What follows belongs to an exercise in optimizing a design on an open flow for small area; a production flow would make more cautious choices.
Only simulation tests tie the RTL to the original design; equivalence was not proved.

==> flow/design.v (excerpt) <==
module pdnn_update (clk, reset, en, h, g1, g2, g3, g4, x1, x2, u, v);
Size in the first run: ~5600 cells after synthesis, roughly 470 flip-flops, roughly 290 I/O pins.
export LEC_CHECK = 0
export ABC_AREA = 1
export CAP_MARGIN = 0
export CORE_MARGIN = 2
export CORE_UTILIZATION = 65
export CTS_BUF_LIST = sky130_fd_sc_hd__clkbuf_16
export CTS_CLUSTER_DIAMETER = 80
export CTS_CLUSTER_SIZE = 30
export SLEW_MARGIN = 0
create_clock -name core_clock -period 20.0 [get_ports {clk}]
standard.sh (not shown) runs the stock make flow with config.mk's settings and CLKGATE_MAP_FILE= SYNTH_SCRIPT=/design/flow/synth_recipe.tcl, a recipe that flattens the netlist after the stock synthesis.
==> flow/flow/run.sh <==
#!/bin/bash
# The standard layout (the standard.sh, with its standard synthesis),
# with one change: each port gets a sky130_fd_sc_hd__buf_1 as its buffer
# instead of the default clkdlybuf4s50_1.
set -euo pipefail
export BUFFER_PORTS_ARGS="-buffer_cell sky130_fd_sc_hd__buf_1"
bash standard.sh finish > standard_flow.log 2>&1
Then changed:
- CORE_UTILIZATION: 65 -> 55
The changed run finished clean.
Die area goes up by 18%.
Via count is lower by about 2.7%.
Fmax stays flat.
Then changed:
==> flow/run.sh (new file) <==
#!/bin/bash
# synth_recipe.tcl (not shown) runs the flow's synth.tcl, then flattens the netlist and writes it again
# the make line also repeats each setting of config.mk as NAME=value (left out here)
make -C /OpenROAD-flow-scripts/flow DESIGN_CONFIG=/design/flow/config.mk WORK_HOME=/design/flow/orfs CLKGATE_MAP_FILE= SYNTH_SCRIPT=/design/flow/synth_recipe.tcl finish
- CTS_BUF_LIST: sky130_fd_sc_hd__clkbuf_16 -> sky130_fd_sc_hd__clkbuf_8
- CTS_CLUSTER_DIAMETER: 80 -> unset
- CTS_CLUSTER_SIZE: 30 -> 20
removed: flow/flow/run.sh
removed: flow/standard.sh
Result: Global-route usage is higher by 0.16 points; worst hold slack gets worse by 0.016 ns; routed wire length is about the same; synthesized cell count is unchanged; fmax is about the same; design area is higher by 5.7%; setup slack gets better by 0.0062 ns; area after synthesis is unchanged; count of clock-buffer cells in the layout is higher by 65.
Then changed:
==> flow/flow/run.sh (new file) <==
#!/bin/bash
# The standard layout (the standard.sh, with its standard synthesis),
# with one change: each port gets a sky130_fd_sc_hd__buf_1 as its buffer
# instead of the default clkdlybuf4s50_1.
set -euo pipefail
export BUFFER_PORTS_ARGS="-buffer_cell sky130_fd_sc_hd__buf_1"
bash standard.sh finish > standard_flow.log 2>&1
==> flow/standard.sh (new file) <==
#!/bin/bash
# synth_recipe.tcl (not shown) runs the flow's synth.tcl, then flattens the netlist and writes it again
# the make line also repeats each setting of config.mk as NAME=value (left out here)
make -C /OpenROAD-flow-scripts/flow DESIGN_CONFIG=/design/flow/config.mk WORK_HOME=/design/flow/orfs CLKGATE_MAP_FILE= SYNTH_SCRIPT=/design/flow/synth_recipe.tcl "${@:-finish}"
- CORE_UTILIZATION: 55 -> 60
- CTS_BUF_LIST: sky130_fd_sc_hd__clkbuf_8 -> sky130_fd_sc_hd__clkbuf_16
- CTS_CLUSTER_DIAMETER: unset -> 80
- CTS_CLUSTER_SIZE: 20 -> 30
removed: flow/run.sh
Hold slack improves by 0.030 ns.
Utilization rises by 2.0 points.
Die area falls by 8.2%.
Non-clock buffer count falls by 64.
First-iteration DRC count rises by 14%.
Setup slack improves by 0.11 ns.
Wire length falls by 3.7%.
Fmax rises by 0.58%.
Count of clock-buffer cells in the layout falls by 65.
Final area falls by 5.9%.
Then changed:
- PLACE_DENSITY: unset -> 0.75
=>
- The changed run produced a clean layout
- worst setup slack is worse by 0.11 ns
- area after synthesis stays the same
- count of clock-buffer cells in the layout went down by 2
- cell count went down by 0.55%
- wire length decreases by 2.8%
- cell area shrinks by 0.69%
- worst hold slack gains 0.0074 ns

afterwards: timing with drivers on the ports:
No port has a modelled driver above. Below, the same layouts with a new extraction and two added sets of constraints.
Step 1 sets driving cells, clkbuf_16 on the clock port and buf_2 on the other inputs (assumed; they add their load-dependent delay and slew).
Step 2 also shifts input and output timing later by t, the mid clock arrival at the registers, as if the neighbouring blocks saw the same clock.
Three values: ideal, step 1, step 2; two values: the first two.
run	t (ns)	setup WS [ns]	clock arrival spread, ns	worst slew at a driven data input, ns	pins driven straight from the clock port
the first run	0.677	0.449 / 0.383 / 0.806	0.053 / 0.053	0.14	1
the second run	0.705	0.463 / 0.394 / 1.028	0.075 / 0.074	0.15	1
the third run	0.765	0.470 / 0.398 / 0.628	0.070 / 0.070	0.13	1
the fourth run	0.703	0.582 / 0.512 / 0.976	0.063 / 0.063	0.13	1
the fifth run	0.688	0.477 / 0.410 / 1.097	0.063 / 0.063	0.13	1
After both steps every run listed still meets setup and hold.
